Source: an optimization exercise on an open RTL-to-GDS flow (aim: small area). Production flows keep margins and buffers that such runs may drop.
RTL that was checked went through simulation tests only; none was proved equivalent to the original.
The flow treats the clock pin as an ideal source, which a real chip does not have.
Power and IR drop assume default switching activity.

## alpha
Design counter, start of the top module:
module counter
#(parameter xLen = 64)
(input  clk,
 input  start,
 input  reset,
 input  [xLen-1 : 0] init_val,
 input  init,
 input  return_current_count,
 output [xLen-1 : 0] current_count,
 output [xLen-1 : 0] debug_out,
 output count_valid,
 output count_valid_fsm
 );
reg [xLen-1 : 0] cnt;
reg [xLen-1 : 0] held;
reg return_current_count_reg;
reg init_reg;
reg start_reg;
reg count_valid_reg;
reg count_valid_fsm_reg;
reg [1:0] count_valid_timer;
reg [1:0] state, next_state;
localparam idle                = 2'b00;
localparam init_state          = 2'b01;
localparam count               = 2'b10;
localparam current_count_state = 2'b11;
reg cv_state, cv_next_state;
wire capture = (state == idle) && init && !start_reg;
assign debug_out = state[1] ? cnt : held;
assign current_count = held;
assign count_valid = count_valid_reg;
assign count_valid_fsm = count_valid_fsm_reg;
always @(posedge clk, posedge reset) begin
    if (reset) begin
        state <= idle;
        cv_state <= 1'b0;
    end else begin
        state <= next_state;
        cv_state <= cv_next_state;
    end
end
always @(*) begin
    next_state = state;
    case (state)
        idle                : if (start_reg) next_state = count;
                              else if (init_reg) next_state = init_state;
        count               : if (return_current_count_reg) next_state = current_count_state;
        current_count_state : next_state = count;
        init_state          : next_state = idle;
    endcase
end
always @(*) begin
    cv_next_state = cv_state;
    if (!cv_state) begin
        if (next_state == current_count_state) cv_next_state = 1'b1;
    end else begin
        if (count_valid_timer == 2'd3) cv_next_state = 1'b0;
    end
end
always @(posedge clk) begin
    if (reset) begin
        return_current_count_reg <= 0;
        init_reg <= 0;
        start_reg <= 0;
        count_valid_fsm_reg <= 0;
    end else begin
        case (state)
            idle: if (init) init_reg <= 1'b1; else start_reg <= start;
  ...
Size in the first run: about 630 cells after synthesis, about 7000 sq um of cells after synthesis.
clock: 4.0 ns
lec_check: 0
cap_margin: 20
core_margin: 2
core_utilization: 40
slew_margin: 20
standard.sh (not shown) runs the stock make flow with config.mk's settings and CLKGATE_MAP_FILE= SYNTH_SCRIPT=/design/flow/synth_recipe.tcl, a recipe that flattens the netlist after the stock synthesis.
==> flow/flow/run.sh <==
#!/bin/bash
# Standard ORFS layout with the smallest buffer on the ports and no dummy
# clock loads from CTS.
cp standard.sh standard.sh.txt
export BUFFER_PORTS_ARGS="-buffer_cell sky130_fd_sc_hd__buf_1"
export CTS_ARGS="-sink_clustering_enable -repair_clock_nets -dont_use_dummy_load"
bash standard.sh > standard.log 2>&1
alpha completed; timing, DRC and antenna clean
diff inputs: alpha => epsilon
==> flow/run.sh (new file) <==
#!/bin/bash
# synth_recipe.tcl (not shown) runs the flow's synth.tcl, then flattens the netlist and writes it again
# the make line also repeats each setting of config.mk as NAME=value (left out here)
make -C /OpenROAD-flow-scripts/flow DESIGN_CONFIG=/design/flow/config.mk WORK_HOME=/design/flow/orfs CLKGATE_MAP_FILE= SYNTH_SCRIPT=/design/flow/synth_recipe.tcl finish
removed: flow/flow/run.sh
removed: flow/standard.sh
--- outcome ---
- In terms of clock-pin transition on the worst setup and hold timing paths, alpha and epsilon differ only marginally.
- epsilon was carried through to the last stage, and its layout satisfied the timing, DRC and antenna checks.
- epsilon ended up with more standard cells than alpha.
- epsilon vs. alpha: routed wire length now larger; wire length of the first global-routing pass grew by about 7.5%; post-place setup slack fell 0.35 ns.
- Most common library cell in the layout ignoring fill and taps: sky130_fd_sc_hd__buf_1 -> alpha, sky130_fd_sc_hd__clkdlybuf4s50_1 -> epsilon
Function was not checked in any run of this note: the RTL went through the layout flow alone.

========
indigo:
Another version of the RTL of counter (not shown whole).
Size: ~450 cells after synthesis, ~140 flip-flops, about 200 I/O pins.
// counter
module counter
#(parameter xLen = 64)
(input  clk,
 input  start,
 input  reset,
 input  [xLen-1 : 0] init_val,
 input  init,
 input  return_current_count,
 output [xLen-1 : 0] current_count,
 output [xLen-1 : 0] debug_out,
 output count_valid,
 output count_valid_fsm
 );
Settings: LEC_CHECK=0, CAP_MARGIN=20, CORE_MARGIN=2, CORE_UTILIZATION=40, SLEW_MARGIN=20, SYNTH_HIERARCHICAL=1, SYNTH_MINIMUM_KEEP_SIZE=0; clock period 4.0 ns.
==> flow/flow/run.sh <==
#!/bin/bash
# Standard ORFS layout with the smallest buffer on the ports, a small clock
# tree (clkbuf_4, no dummy loads), and the slowest leaf clock buffers
# upsized after CTS.
export BUFFER_PORTS_ARGS="-buffer_cell sky130_fd_sc_hd__buf_1"
export CTS_ARGS="-sink_clustering_enable -repair_clock_nets -dont_use_dummy_load -buf_list sky130_fd_sc_hd__clkbuf_4 -sink_clustering_size 30 -sink_clustering_max_diameter 60"
export POST_CTS_TCL="$PWD/flow/post_cts.tcl"
export CLK_SLEW_SWAP=0.074
bash standard.sh > standard.log 2>&1
==> flow/flow/post_cts.tcl <==
set_propagated_clock [all_clocks]
estimate_parasitics -placement
set swapped 0
foreach inst [get_cells clkbuf_*] {
  if {[get_property $inst ref_name] ne "sky130_fd_sc_hd__clkbuf_4"} { continue }
  set out [get_pins -of_objects $inst -filter "direction==output"]
  set worst 0.0
  foreach pin [get_pins -of_objects [get_nets -of_objects $out] -filter "direction==input"] {
    if {![sta::is_clock_pin $pin] && [string first "CLK" [get_full_name $pin]] < 0} { continue }
    foreach a {max min} { foreach e {rise fall} {
      set s [get_property $pin slew_${a}_$e]
      if {[string is double -strict $s] && $s > $worst} { set worst $s }
    } }
  }
  puts "post_cts: [get_full_name $inst] worst clock-pin slew $worst"
  if {$worst > $::env(CLK_SLEW_SWAP)} {
    replace_cell $inst sky130_fd_sc_hd__clkbuf_8
    incr swapped
  }
}
puts "post_cts: swapped $swapped leaf clock buffers"
if {$swapped} {
  detailed_placement
  check_placement -verbose
}
Status(indigo) = ERROR, stage = clock tree synthesis
### indigo -> harbor
==> flow/flow/run.sh <==
#!/bin/bash
# Standard ORFS layout with the smallest buffer on the ports and a small
# clock tree (clkbuf_4 only, no dummy loads).
export BUFFER_PORTS_ARGS="-buffer_cell sky130_fd_sc_hd__buf_1"
export CTS_ARGS="-sink_clustering_enable -repair_clock_nets -dont_use_dummy_load -buf_list sky130_fd_sc_hd__clkbuf_4 -sink_clustering_size 30 -sink_clustering_max_diameter 60"
bash standard.sh > standard.log 2>&1
removed: flow/flow/post_cts.tcl
Findings:
harbor went all the way through synthesis, placement and routing and the layout is clean on timing, DRC and antenna.
Async set-or-reset flop fraction in the synthesized netlist came out exactly the same in indigo and harbor.
Summary of harbor over indigo: register bit total from synthesis ~0 delta, starting density of the core was more or less identical, setup slack after placement held, global placer's final weighted congestion comparable, number of flops mapped to enable cells by yosys comparable.
Comparing indigo with harbor, the gate count of the mapped netlist came out essentially unchanged.
Total instance count after detailed placement came out exactly the same in indigo and harbor.
Diff indigo..harbor | total cell area at the placement stage | unchanged
Count of input and output buffers: indigo vs harbor identical
> inputs changed (harbor -> nickel)
- CORE_UTILIZATION: 40 -> 30
==> comparison <==
- As far as share of final layout cell area taken by clock buffers and inverters is concerned, nickel and harbor perform about the same.
- [nickel vs harbor] total number of vias: lower in nickel
- On power density over the cells, the higher figure sits with harbor, not nickel.
- Against harbor, nickel reports a fraction of area in multi-input gates that is lower.
- Finished layout cell area ends up higher on nickel.
- The hold slack was comparable across harbor and nickel.
--- input diff nickel..zinc ---
- CORE_UTILIZATION changed from 30 to 40
diff --git a/flow/flow/run.sh b/flow/flow/run.sh
--- a/flow/flow/run.sh
+++ b/flow/flow/run.sh
@@ -2,2 +2,3 @@
-# Standard ORFS layout with the smallest buffer on the ports and a small
-# clock tree (clkbuf_4 only, no dummy loads).
+# Standard ORFS layout with the smallest buffer on the ports, a small clock
+# tree (clkbuf_4, no dummy loads), and the slowest leaf clock buffers
+# upsized after CTS.
@@ -5,0 +7,2 @@
+export POST_CTS_TCL="$PWD/flow/post_cts.tcl"
+export CLK_SLEW_SWAP=0.108
==> flow/flow/post_cts.tcl (new file) <==
set_propagated_clock [all_clocks]
estimate_parasitics -placement
set swapped 0
foreach inst [get_cells clkbuf_*] {
  if {[get_property $inst ref_name] ne "sky130_fd_sc_hd__clkbuf_4"} { continue }
  set out [get_pins -of_objects $inst -filter "direction==output"]
  set worst 0.0
  foreach pin [get_pins -of_objects [get_nets -of_objects $out] -filter "direction==input"] {
    if {[get_property $pin lib_pin_name] ne "CLK"} { continue }
    foreach a {max min} { foreach e {rise fall} {
      set s [get_property $pin slew_${a}_$e]
      if {[string is double -strict $s] && $s > $worst} { set worst $s }
    } }
  }
  puts "post_cts: [get_full_name $inst] worst clock-pin slew $worst"
  if {$worst > $::env(CLK_SLEW_SWAP)} {
    replace_cell $inst sky130_fd_sc_hd__clkbuf_8
    incr swapped
  }
}
puts "post_cts: swapped $swapped leaf clock buffers"
if {$swapped} {
  detailed_placement
  check_placement -verbose
}
--- outcome ---
- Having completed the whole flow, zinc delivered a layout that passed the timing, DRC and antenna checks.
- Sequential share of layout area for zinc is higher than for nickel.
- Relative to nickel, the largest voltage drop on the vdd net of zinc is lower by about 24%.
- zinc — routed wire length about 3% lower, nickel as reference

[separate check: timing with driven ports]
The results above use ideal ports. As a check the final layouts listed here were re-extracted and re-timed, cells and wires unchanged. Step 1 assumes that a clkbuf_16 drives the clock port and a buf_2 every other input. Step 2 moves the port delays by t, midway between the first and last clock arrival at a register: inputs arrive t later, outputs are due t later. That takes back most of the time a late clock gives input paths. a / b / c = no drivers / after step 1 / after step 2; a / b = the first two.
run	t, ns	setup WS [ns]	worst setup path at the end	cell pins on the clock port's net
alpha	0.454	1.089 / 1.047 / 1.122	input to register	1
epsilon	0.458	0.593 / 0.551 / 0.719	input to register	1
harbor	0.555	0.872 / 0.872 / 0.872	register to register	1
nickel	0.567	0.837 / 0.837 / 0.837	register to register	1
zinc	0.558	0.874 / 0.873 / 0.873	register to register	1
After both steps setup and hold are still met in every run listed. The setup slack of zinc, which loses most, moves by -0.001 ns with the drivers and by -0.001 ns with both steps.
